This is an optimization exercise on Yosys and OpenROAD, whose aim is small area, a short achievable clock period and few clock cycles, not a production implementation.
Function was checked by simulation only, so behaviour that the tests miss may differ from the original.
Power and IR drop assume default switching activity.

==> build 40: inputs <==
==> flow/design.v (excerpt) <==
module tomasulo_cpu(
    input  wire        clk,
    input  wire        rst,
    input  wire [31:0] inst_i,
    output wire [31:0] inst_addr_o,
    output wire        inst_ce_o,
    input  wire [31:0] mem_data_i,
    input  wire        mem_valid_i,
    input  wire        mem_ready_i,
    output wire [31:0] mem_addr_o,
    output wire [31:0] mem_data_o,
    output wire        mem_we_o,
    output wire        mem_req_o,
    output wire [3:0]  mem_sel_o
);
clock: 20.0 ns
lec_check: 0
abc_area: 1
cap_margin: 20
core_margin: 2
core_utilization: 45
place_density: 0.6
slew_margin: 20
tns_end_percent: 20
standard.sh (not shown) runs the stock make flow with config.mk's settings and CLKGATE_MAP_FILE= SYNTH_SCRIPT=/design/flow/synth_recipe.tcl, a recipe that flattens the netlist after the stock synthesis.
==> flow/flow/run.sh <==
#!/bin/bash
# Own layout flow: the standard ORFS flow (standard.sh), with
#  - port buffers of a plain buffer cell (buf_2) instead of the default delay buffer,
#  - adders left to abc as plain logic (no full-adder cell mapping; registers unchanged), and
#  - ORFS's repair_timing asked for extra setup margin, so that the layout is optimised
#    for a short achieved period (the clock and its constraints are unchanged).
# make's full output goes to flow_make.log here; ORFS keeps each step's log under orfs/logs.
set -euo pipefail
bash standard.sh finish \
  SETUP_SLACK_MARGIN=14.8 \
  ADDER_MAP_FILE= \
  "BUFFER_PORTS_ARGS=-buffer_cell sky130_fd_sc_hd__buf_2" \
  > flow_make.log 2>&1
==> trial 24: changes against build 40 <==
--- a/flow/design.v
+++ b/flow/design.v
@@ -167,26 +167,24 @@
                   (mul_it & bneg);
     wire [34:0] md_x = ({35{xs_sh}} & {2'b00, md_hi[31:0], md_lo[31]}) |
                        ({35{xs_hi}} & {{2{md_hi[32]}}, md_hi});
     wire [34:0] md_y = ({35{ys_lo}} & {3'b000, md_lo}) |
                        ({35{ys_hi}} & {{2{md_hi[32]}}, md_hi}) |
                        ({35{ys_dv}} & {{2{md_dv[32]}}, md_dv}) |
                        ({35{ys_dv2}} & {md_dv[32], md_dv, 1'b0});
     wire [34:0] md_sum = md_x + (md_y ^ {35{md_inv}}) + {34'd0, md_inv};
-    wire        md_one     = md_isdiv & (md_cnt == 6'd0) & (m_wdata == 32'd1);
-    wire        md_skip    = md_isdiv & md_lead & ~md_one & (md_lo[31:24] == 8'd0);
-    wire        md_hold    = md_skip | md_one;
-    wire [5:0]  md_cnt_nx  = md_one ? 6'd32 : (md_cnt + (md_skip ? 6'd8 : (md_isdiv ? 6'd1 : 6'd2)));
+    wire        md_skip    = md_isdiv & md_lead & (md_lo[31:24] == 8'd0);
+    wire [5:0]  md_cnt_nx  = md_cnt + (md_skip ? 6'd8 : (md_isdiv ? 6'd1 : 6'd2));
     wire        md_last    = md_cnt_nx[5];
     wire        md_needfix = md_isdiv ? (m_f3[1] ? md_sa : (md_sa ^ md_sb)) :
                              ((m_f3[1:0] != 2'b00) & (md_sb ^ md_lo[1]));
     wire        md_res_lo  = md_isdiv ? ~m_f3[1] : (m_f3[1:0] == 2'b00);
     wire [32:0] it_hi = md_isdiv ? (md_sum[34] ? {md_hi[31:0], md_lo[31]} : md_sum[32:0]) : md_sum[34:2];
-    wire [31:0] it_lo = md_one ? md_lo : md_skip ? {md_lo[23:0], 8'd0} :
+    wire [31:0] it_lo = md_skip ? {md_lo[23:0], 8'd0} :
                         (md_isdiv ? {md_lo[30:0], ~md_sum[34]} : {md_sum[1:0], md_lo[31:2]});
     wire st_div = e_f3[2];
     wire st_sa  = st_div & ~e_f3[0] & fa[31];
     wire st_sb  = st_div & ~e_f3[0] & fc[31];
     wire st_bz  = st_div & (fc == 32'd0);
     always @(posedge clk) begin
         if (rst) begin
             md_nega <= 1'b0;
@@ -217,17 +215,17 @@
             end
             if (md_negb) begin
                 md_negb <= 1'b0;
                 md_iter <= 1'b1;
             end
             if (md_iter) begin
                 md_cnt <= md_cnt_nx;
                 md_bp  <= md_lo[1];
-                if (~md_hold) begin
+                if (~md_skip) begin
                     md_lead <= 1'b0;
                     md_hi32 <= it_hi[32];
                 end
                 if (md_last) begin
                     md_iter <= 1'b0;
                     md_fix  <= md_needfix;
                     md_done <= ~md_needfix;
                 end
@@ -370,17 +368,17 @@
                 m_wdata <= fc;
             end
         end else begin
             if (md_nega) m_addr <= md_sum[31:0];
             if (md_negb) m_wdata <= md_sum[31:0];
             if (md_iter) begin
                 m_addr <= it_lo;
                 if (md_last & ~md_needfix & md_res_lo) m_res <= it_lo;
-                else if (~md_hold) m_res <= it_hi[31:0];
+                else if (~md_skip) m_res <= it_hi[31:0];
             end
             if (md_fix) begin
                 if (md_isdiv & md_bz) m_res <= m_f3[1] ? md_lo : 32'hFFFFFFFF;
                 else m_res <= md_sum[31:0];
             end
         end
     end
     always @(posedge clk) begin
==> flow/flow/run.sh (replaced) <==
#!/bin/bash
# Own layout flow: the standard ORFS flow (standard.sh), with
#  - port buffers of a plain buffer cell (buf_2) instead of the default delay buffer,
#  - adders left to abc as plain logic (no full-adder cell mapping; registers unchanged), and
#  - ORFS's repair_timing asked for extra setup margin, so that the layout is optimised
#    for a short achieved period (the clock and its constraints are unchanged).
# make's full output goes to flow_make.log here; ORFS keeps each step's log under orfs/logs.
set -euo pipefail
bash standard.sh finish \
  SETUP_SLACK_MARGIN=15.5 \
  ADDER_MAP_FILE= \
  "BUFFER_PORTS_ARGS=-buffer_cell sky130_fd_sc_hd__buf_2" \
  > flow_make.log 2>&1
TNS_END_PERCENT = not set   (was 20)
==> trial 34: changes against build 40 <==
--- a/flow/design.v
+++ b/flow/design.v
@@ -167,26 +167,24 @@
                   (mul_it & bneg);
     wire [34:0] md_x = ({35{xs_sh}} & {2'b00, md_hi[31:0], md_lo[31]}) |
                        ({35{xs_hi}} & {{2{md_hi[32]}}, md_hi});
     wire [34:0] md_y = ({35{ys_lo}} & {3'b000, md_lo}) |
                        ({35{ys_hi}} & {{2{md_hi[32]}}, md_hi}) |
                        ({35{ys_dv}} & {{2{md_dv[32]}}, md_dv}) |
                        ({35{ys_dv2}} & {md_dv[32], md_dv, 1'b0});
     wire [34:0] md_sum = md_x + (md_y ^ {35{md_inv}}) + {34'd0, md_inv};
-    wire        md_one     = md_isdiv & (md_cnt == 6'd0) & (m_wdata == 32'd1);
-    wire        md_skip    = md_isdiv & md_lead & ~md_one & (md_lo[31:24] == 8'd0);
-    wire        md_hold    = md_skip | md_one;
-    wire [5:0]  md_cnt_nx  = md_one ? 6'd32 : (md_cnt + (md_skip ? 6'd8 : (md_isdiv ? 6'd1 : 6'd2)));
+    wire        md_skip    = md_isdiv & md_lead & (md_lo[31:24] == 8'd0);
+    wire [5:0]  md_cnt_nx  = md_cnt + (md_skip ? 6'd8 : (md_isdiv ? 6'd1 : 6'd2));
     wire        md_last    = md_cnt_nx[5];
     wire        md_needfix = md_isdiv ? (m_f3[1] ? md_sa : (md_sa ^ md_sb)) :
                              ((m_f3[1:0] != 2'b00) & (md_sb ^ md_lo[1]));
     wire        md_res_lo  = md_isdiv ? ~m_f3[1] : (m_f3[1:0] == 2'b00);
     wire [32:0] it_hi = md_isdiv ? (md_sum[34] ? {md_hi[31:0], md_lo[31]} : md_sum[32:0]) : md_sum[34:2];
-    wire [31:0] it_lo = md_one ? md_lo : md_skip ? {md_lo[23:0], 8'd0} :
+    wire [31:0] it_lo = md_skip ? {md_lo[23:0], 8'd0} :
                         (md_isdiv ? {md_lo[30:0], ~md_sum[34]} : {md_sum[1:0], md_lo[31:2]});
     wire st_div = e_f3[2];
     wire st_sa  = st_div & ~e_f3[0] & fa[31];
     wire st_sb  = st_div & ~e_f3[0] & fc[31];
     wire st_bz  = st_div & (fc == 32'd0);
     always @(posedge clk) begin
         if (rst) begin
             md_nega <= 1'b0;
@@ -217,17 +215,17 @@
             end
             if (md_negb) begin
                 md_negb <= 1'b0;
                 md_iter <= 1'b1;
             end
             if (md_iter) begin
                 md_cnt <= md_cnt_nx;
                 md_bp  <= md_lo[1];
-                if (~md_hold) begin
+                if (~md_skip) begin
                     md_lead <= 1'b0;
                     md_hi32 <= it_hi[32];
                 end
                 if (md_last) begin
                     md_iter <= 1'b0;
                     md_fix  <= md_needfix;
                     md_done <= ~md_needfix;
                 end
@@ -370,17 +368,17 @@
                 m_wdata <= fc;
             end
         end else begin
             if (md_nega) m_addr <= md_sum[31:0];
             if (md_negb) m_wdata <= md_sum[31:0];
             if (md_iter) begin
                 m_addr <= it_lo;
                 if (md_last & ~md_needfix & md_res_lo) m_res <= it_lo;
-                else if (~md_hold) m_res <= it_hi[31:0];
+                else if (~md_skip) m_res <= it_hi[31:0];
             end
             if (md_fix) begin
                 if (md_isdiv & md_bz) m_res <= m_f3[1] ? md_lo : 32'hFFFFFFFF;
                 else m_res <= md_sum[31:0];
             end
         end
     end
     always @(posedge clk) begin
TNS_END_PERCENT = not set   (was 20)
==> summary of the runs <==
Build 40 ran to the end with no violations. Trial 34 ran to the end with no violations. Trial 24 passed the timing, DRC and antenna checks. Against trial 34, the synthesized cell count of build 40 is larger by 0.84%. Via count: build 40 > trial 24 > trial 34. Final cell count: trial 34 < build 40 < trial 24. Against trial 34, the non-clock buffer count of trial 24 is higher by 247. The lowest clock power belongs to trial 34, the highest to build 40. In die area, trial 34 and trial 24 do not differ. Worst setup slack: build 40 < trial 34 < trial 24. Of trial 24 and build 40, build 40 has the higher critical path depth (gap 10). Design area: trial 24 > trial 34 > build 40. First-iteration DRC count: trial 24 < trial 34 < build 40.
==> figures <==
item	trial 34	trial 24	build 40
Run status	complete, no violations	complete, no violations	complete, no violations
First-iteration detailed-routing DRC count	16400	15600	18000
Via-to-Cell Ratio	6.65	6.65	6.89
First-pass GRT wire length	642 mm	653 mm	682 mm
Met2 routed wirelength	195 mm	198 mm	203 mm
DIE WIDTH	435 um	435 um	436 um
Worst hold path cell count	0	2	2
Register-to-register setup slack	14.54 ns	15.21 ns	13.95 ns
Critical Path Source	m_addr[27]$_DFFE_PP_	m_wdata[27]$_DFFE_PP_	d_inst[15]$_DFFE_PP_
Clock buffer count from CTS	157	157	159
Met3 Wirelength	69.8 mm	70.1 mm	83.8 mm
Comb pwr share	11.9%	12.3%	11.4%
Clock latency of the later-clocked register in the worst-skew pair	0.87 ns	0.87 ns	0.89 ns
Detailed-routing wirelength on met1	168 mm	168 mm	169 mm
Crit path capture type	output port	output port	flop
Net switching power	2.04 mW	2.06 mW	2.08 mW
Seq/total area	42.3%	40.2%	42.4%
Pin count of the biggest net entering global routing	82	64	98
Fmax achieved	175 MHz	179 MHz	165 MHz
Multiplexer area fraction after synthesis	0.156%	0.156%	0.157%
Fin Hold WS	0.445 ns	0.469 ns	0.465 ns
Testbench counts of build 40, summed over its fixed seeds: cycles 13,401.
Testbench counts of trial 24, summed over its fixed seeds: cycles 13,587.
Testbench counts of trial 34, summed over its fixed seeds: cycles 13,587.

==> what the ideal ports hide <==
The results above use ideal ports. As a check the final layouts listed here were re-extracted and re-timed, cells and wires unchanged. Step 1 (the two cells are an assumption about what drives the block):
set clk [get_ports {clk}]
set_driving_cell -lib_cell sky130_fd_sc_hd__clkbuf_16 $clk
set_driving_cell -lib_cell sky130_fd_sc_hd__buf_2 [delete_from_list [all_inputs] $clk]
Step 2 also shifts input and output timing later by t, the mid clock arrival at the registers, as if the neighbouring blocks saw the same clock. a / b / c = ideal ports / drivers / drivers and shift; a / b = the first two.
| run | shift t [ns] | setup slack, ns | worst hold slack (ns) |
|---|---|---|---|
| build 40 | 0.945 | 13.948 / 13.948 / 13.347 | 0.465 / 0.465 / 0.465 |
| trial 24 | 0.922 | 14.398 / 14.304 / 13.438 | 0.469 / 0.469 / 0.469 |
| trial 34 | 0.954 | 14.292 / 14.183 / 13.365 | 0.445 / 0.445 / 0.445 |
After both steps every run listed still meets setup and hold. The setup slack of trial 24, which loses most, moves by -0.094 ns with the drivers and by -0.960 ns with both steps.
